Background: an optimization exercise with open tools, aiming at a short achievable clock period and few clock cycles. Do not read the settings as production practice. In this exercise RTL edits were held to simulation tests only and were not proved equivalent to the original. Power is estimated from default activity; no workload was simulated.

==> branch amber <==
## NIOS_II
module NIOS_II(pc_out, inst_in, dmem_addr, dmem_wdata, dmem_we, dmem_re, dmem_rdata, clock, reset);
output [31:0] pc_out;
input  [31:0] inst_in;
output [31:0] dmem_addr;
output [31:0] dmem_wdata;
output dmem_we;
output dmem_re;
input  [31:0] dmem_rdata;
input clock;
input reset;
localparam [5:0] OP_ORHI = 6'h34, OP_ORI = 6'h14, OP_ADDI = 6'h04, OP_LDW = 6'h17,
                 OP_STW = 6'h15, OP_BLT = 6'h16, OP_BR = 6'h06, OP_RT = 6'h3A;
reg  [31:0] fpc;                  
reg  [31:0] npc;                  
reg  [31:0] ir;                   
reg         d_v;                  
reg  [31:0] d_pc4, d_pc8;         
reg         e_v, e_wr, e_add, e_or, e_ldw, e_mul, e_fuse, e_blt, e_br;
reg  [4:0]  e_rd;
reg  [31:0] e_a, e_y, e_b;        
reg  [31:0] e_ma, e_mb, e_fz;     
reg  [31:0] e_pc4, e_pc8;         
reg         e_pnt;                
reg         m_v, m_wr, m_mul;
reg  [4:0]  m_rd;
reg  [31:0] m_res;
reg  [31:0] rf [0:31];
reg  [31:0] rf_v;                 
reg  [31:0] r_daddr, r_wdata;
reg         r_we, r_re;
assign pc_out     = fpc;
assign dmem_addr  = r_daddr;
assign dmem_wdata = r_wdata;
assign dmem_we    = r_we;
assign dmem_re    = r_re;
wire [5:0]  f_op   = inst_in[5:0];
wire        f_br   = (f_op == OP_BLT) || (f_op == OP_BR);
wire [31:0] f_tgt  = {{16{inst_in[21]}}, inst_in[21:6]};
wire [31:0] f_tgt4 = f_tgt + 32'd4;
wire [5:0]  d_op   = ir[5:0];
wire [4:0]  d_ra   = ir[31:27];
wire [4:0]  d_rb   = ir[26:22];
wire [4:0]  d_rc   = ir[21:17];
wire [15:0] d_imm  = ir[21:6];
wire        d_rt   = d_op == OP_RT;
wire        d_radd = d_rt && ir[16:11] == 6'h31 && ir[10:6] == 5'd0;
wire        d_rmul = d_rt && ir[16:11] == 6'h27 && ir[10:6] == 5'd0;
wire        d_orhi = d_op == OP_ORHI;
wire        d_ori  = d_op == OP_ORI;
wire        d_addi = d_op == OP_ADDI;
wire        d_ldw  = d_op == OP_LDW;
wire        d_stw  = d_op == OP_STW;
reg         ir_pnt;               
wire        d_blt  = d_op == OP_BLT;
wire        d_brq  = d_op == OP_BR;
wire        d_usea = d_orhi | d_ori | d_addi | d_ldw | d_stw | d_blt | d_brq | d_radd | d_rmul;
wire        d_useb = d_stw | d_blt | d_brq | d_radd | d_rmul;
wire        d_wr   = d_orhi | d_ori | d_addi | d_ldw | d_rt;
  ...
clock: 17.5 ns
lec_check: 0
abc_clock_period_in_ps: 4000
cap_margin: 20
core_margin: 2
core_utilization: 40
slew_margin: 20
standard.sh (not shown) runs the stock make flow with config.mk's settings and CLKGATE_MAP_FILE= SYNTH_SCRIPT=/design/flow/synth_recipe.tcl, a recipe that flattens the netlist after the stock synthesis.
==> flow/flow/run.sh <==
#!/bin/bash
set -euo pipefail
export SETUP_SLACK_MARGIN=${SETUP_SLACK_MARGIN_OVERRIDE:-12.8}
bash standard.sh finish > standard.log 2>&1
==> inputs of branch willow, as changes to branch amber <==
--- a/flow/design.v
+++ b/flow/design.v
@@ -1791,20 +1791,18 @@
 input clock;
 input reset;
 localparam [5:0] OP_ORHI = 6'h34, OP_ORI = 6'h14, OP_ADDI = 6'h04, OP_LDW = 6'h17,
                  OP_STW = 6'h15, OP_BLT = 6'h16, OP_BR = 6'h06, OP_RT = 6'h3A;
 reg  [31:0] fpc;                  
-reg  [31:0] npc;                  
 reg  [31:0] ir;                   
 reg         d_v;                  
-reg  [31:0] d_pc4, d_pc8;         
+reg  [31:0] d_pc4;                
 reg         e_v, e_wr, e_add, e_or, e_ldw, e_mul, e_fuse, e_blt, e_br;
 reg  [4:0]  e_rd;
 reg  [31:0] e_a, e_y, e_b;        
 reg  [31:0] e_ma, e_mb, e_fz;     
-reg  [31:0] e_pc4, e_pc8;         
-reg         e_pnt;                
+reg  [31:0] e_pc4;
 reg         m_v, m_wr, m_mul;
 reg  [4:0]  m_rd;
 reg  [31:0] m_res;
 reg  [31:0] rf [0:31];
 reg  [31:0] rf_v;                 
@@ -1816,11 +1814,10 @@
 assign dmem_we    = r_we;
 assign dmem_re    = r_re;
 wire [5:0]  f_op   = inst_in[5:0];
 wire        f_br   = (f_op == OP_BLT) || (f_op == OP_BR);
 wire [31:0] f_tgt  = {{16{inst_in[21]}}, inst_in[21:6]};
-wire [31:0] f_tgt4 = f_tgt + 32'd4;
 wire [5:0]  d_op   = ir[5:0];
 wire [4:0]  d_ra   = ir[31:27];
 wire [4:0]  d_rb   = ir[26:22];
 wire [4:0]  d_rc   = ir[21:17];
 wire [15:0] d_imm  = ir[21:6];
@@ -1830,11 +1827,10 @@
 wire        d_orhi = d_op == OP_ORHI;
 wire        d_ori  = d_op == OP_ORI;
 wire        d_addi = d_op == OP_ADDI;
 wire        d_ldw  = d_op == OP_LDW;
 wire        d_stw  = d_op == OP_STW;
-reg         ir_pnt;               
 wire        d_blt  = d_op == OP_BLT;
 wire        d_brq  = d_op == OP_BR;
 wire        d_usea = d_orhi | d_ori | d_addi | d_ldw | d_stw | d_blt | d_brq | d_radd | d_rmul;
 wire        d_useb = d_stw | d_blt | d_brq | d_radd | d_rmul;
 wire        d_wr   = d_orhi | d_ori | d_addi | d_ldw | d_rt;
@@ -1888,70 +1884,45 @@
 wire        nmh_b  = e_w && nm_b;
 wire [31:0] e_sum  = e_a + e_y;
 wire        e_lt   = e_a < e_b;
 wire [31:0] e_zx   = (e_a ^ e_b) ^ {(e_a[30:0] | e_b[30:0]), 1'b0};
 wire        e_take = e_blt ? e_lt : (e_zx == 32'h0);
-wire        misp   = e_v && (e_blt || e_br) && (e_take == e_pnt);
+wire        misp   = e_v && (e_blt || e_br) && !e_take;
 wire [31:0] e_alu  = e_add ? e_sum : e_or ? (e_a | e_y) : 32'h0;
 assign e_res = e_ldw ? dmem_rdata : e_alu;
 mul_pipe u_mul(.clock(clock), .a(e_ma), .b(e_mb), .z(e_fz), .p(mul_p), .pf(mul_pf));
 assign m_final = m_mul ? mul_p : m_res;
 wire d_go = d_v && !stall && !misp;
-reg  [31:0] is_one;
-reg         pre_nt;               
-wire [31:0] is_one_nx;
-genvar gi;
-generate
-  for (gi = 0; gi < 32; gi = gi + 1) begin : g_one
-    assign is_one_nx[gi] = (m_v && m_rd == gi) ? (!m_mul && m_res == 32'h1) : is_one[gi];
-  end
-endgenerate
-wire        f_pnt  = (f_op == OP_BLT) && pre_nt && d_v;
-wire [31:0] e_yz  = (e_a ^ e_y) ^ {(e_a[30:0] | e_y[30:0]), 1'b0};
-wire        early = d_v && d_blt && !ir_pnt && eh_b && !eh_a && e_add && !e_fuse &&
-                    !mha_mul && (ag_a == 32'h0) && (e_yz == 32'h0);
 always @(posedge clock or posedge reset) begin
   if (reset) begin
     fpc  <= 32'h0;
-    npc  <= 32'h4;
-    is_one <= 32'h0;
     d_v  <= 1'b0;
     e_v  <= 1'b0;
     e_w  <= 1'b0;
     m_v  <= 1'b0;
     r_we <= 1'b0;
     r_re <= 1'b0;
   end else begin
-    if (misp) begin
+    if (misp)
       fpc <= e_pc4;
-      npc <= e_pc8;
-    end else if (early) begin
-      fpc <= d_pc4;
-      npc <= d_pc8;
-    end else if (!stall) begin
-      fpc <= (f_br && !f_pnt) ? f_tgt : npc;
-      npc <= (f_br && !f_pnt) ? f_tgt4 : npc + 32'd4;
-    end
-    if (misp || early)
+    else if (!stall)
+      fpc <= f_br ? f_tgt : fpc + 32'd4;
+    if (misp)
       d_v <= 1'b0;
     else if (!stall)
       d_v <= 1'b1;
-    is_one <= is_one_nx;
     e_v  <= d_go;
     e_w  <= d_go && d_wr;
     r_we <= d_go && d_stw;
     r_re <= d_go && d_ldw;
     m_v  <= e_v && e_wr;    
   end
 end
 always @(posedge clock) begin
   if (!stall) begin
     ir    <= inst_in;
-    ir_pnt <= f_pnt;
-    pre_nt <= f_opc == OP_ADDI && inst_in[21:6] == 16'hFFFF && is_one_nx[inst_in[31:27]];
-    d_pc4 <= npc;
-    d_pc8 <= npc + 32'd4;
+    d_pc4 <= fpc + 32'd4;
     sel_a <= 32'h1 << inst_in[31:27];
     sel_b <= 32'h1 << inst_in[26:22];
     rs_a  <= (32'h1 << inst_in[31:27]) & rfv_next & {32{!nmh_a}};
     rs_b  <= (32'h1 << inst_in[26:22]) & rfv_next & {32{!nmh_b}};
     ma_e  <= inst_in[31:27] == d_rd && f_usea;
@@ -1972,21 +1943,19 @@
   e_add  <= d_radd | d_addi;
   e_or   <= d_orhi | d_ori;
   e_ldw  <= d_ldw;
   e_mul  <= d_rmul;
   e_fuse <= d_fuse;
-  e_blt  <= d_blt && !early;
+  e_blt  <= d_blt;
   e_br   <= d_brq;
   e_a    <= v_a;
   e_y    <= d_y;
-  e_b    <= (d_blt || d_brq) ? v_b : 32'h0;
-  e_ma   <= d_rmul ? v_a : 32'h0;
-  e_mb   <= d_rmul ? v_b : 32'h0;
+  e_b    <= v_b;
+  e_ma   <= v_a;
+  e_mb   <= v_b;
   e_fz   <= fuse_a ? (d_addi ? d_simm : v_b) : v_a;
-  e_pc4  <= ir_pnt ? d_simm : d_pc4;
-  e_pc8  <= ir_pnt ? d_simm + 32'd4 : d_pc8;
-  e_pnt  <= ir_pnt;
+  e_pc4  <= d_pc4;
   r_daddr <= d_addr;
   r_wdata <= v_b;
   m_wr   <= e_wr;
   m_rd   <= e_rd;
   m_mul  <= e_mul;
CORE_UTILIZATION = 55   (was 40)
PLACE_DENSITY = 0.65   (was not set)
==> run notes <==
                                                                  branch willow    branch amber
Startpoint of the most critical setup path                           r_wdata[2]         fpc[29]
Number of multi-input combinational cells in the layout                    4797            5390
Compound-Gate Fraction of Synth Area                                      16.2%           14.7%
Power attributed to sequential cells                                  0.00451 W       0.00521 W
Starting density of the core                                              55.3%           40.3%
Final critical delay including setup and external delays                4960 ps         5060 ps
Met1 global-route usage                                                   62.3%           44.8%
Switching power as a share of total power                                 27.5%           26.0%
Initial DRC count                                                         15970           17378
Post-route fraction of the period consumed by the critical path           28.3%           28.9%
Pwr per Cell Area                                                   96.7 mW/mm2     95.2 mW/mm2
Status                                                           finished clean  finished clean
Reg-to-reg startpoint                                                  rs_a[28]  u_mul.rows[10]
Pre-CTS setup slack                                                    11450 ps        11020 ps
Vias                                                                      75467           82687
Testbench counts of branch amber, summed over its fixed seeds: cycles 48,516.
Testbench counts of branch willow, summed over its fixed seeds: cycles 49,750.

-- re-timing with driven ports --
No port has a modelled driver above. Below, the same layouts with a new extraction and two added sets of constraints.
Step 1 sets driving cells, clkbuf_16 on the clock port and buf_2 on the other inputs (assumed; they add their load-dependent delay and slew).
Step 2 adds t to the input delays and takes it off the output delays; t is the mean of the earliest and latest rising clock arrival at the registers after step 1. Input paths then give back, and output paths get back, about the clock's delay inside the block.
a / b / c = ideal / step 1 / step 2; a / b = the first two.
| run | t, ns | slack for setup (ns) | hold WS [ns] | clock arrival spread, ns |
|---|---|---|---|---|
| branch amber | 0.999 | 12.439 / 12.342 / 11.868 | 0.372 / 0.372 / 0.372 | 0.079 / 0.079 |
| branch willow | 0.935 | 12.541 / 12.452 / 11.953 | 0.339 / 0.339 / 0.339 | 0.046 / 0.045 |
After both steps every run listed still meets setup and hold. The setup slack of branch willow, which loses most, moves by -0.089 ns with the drivers and by -0.588 ns with both steps.
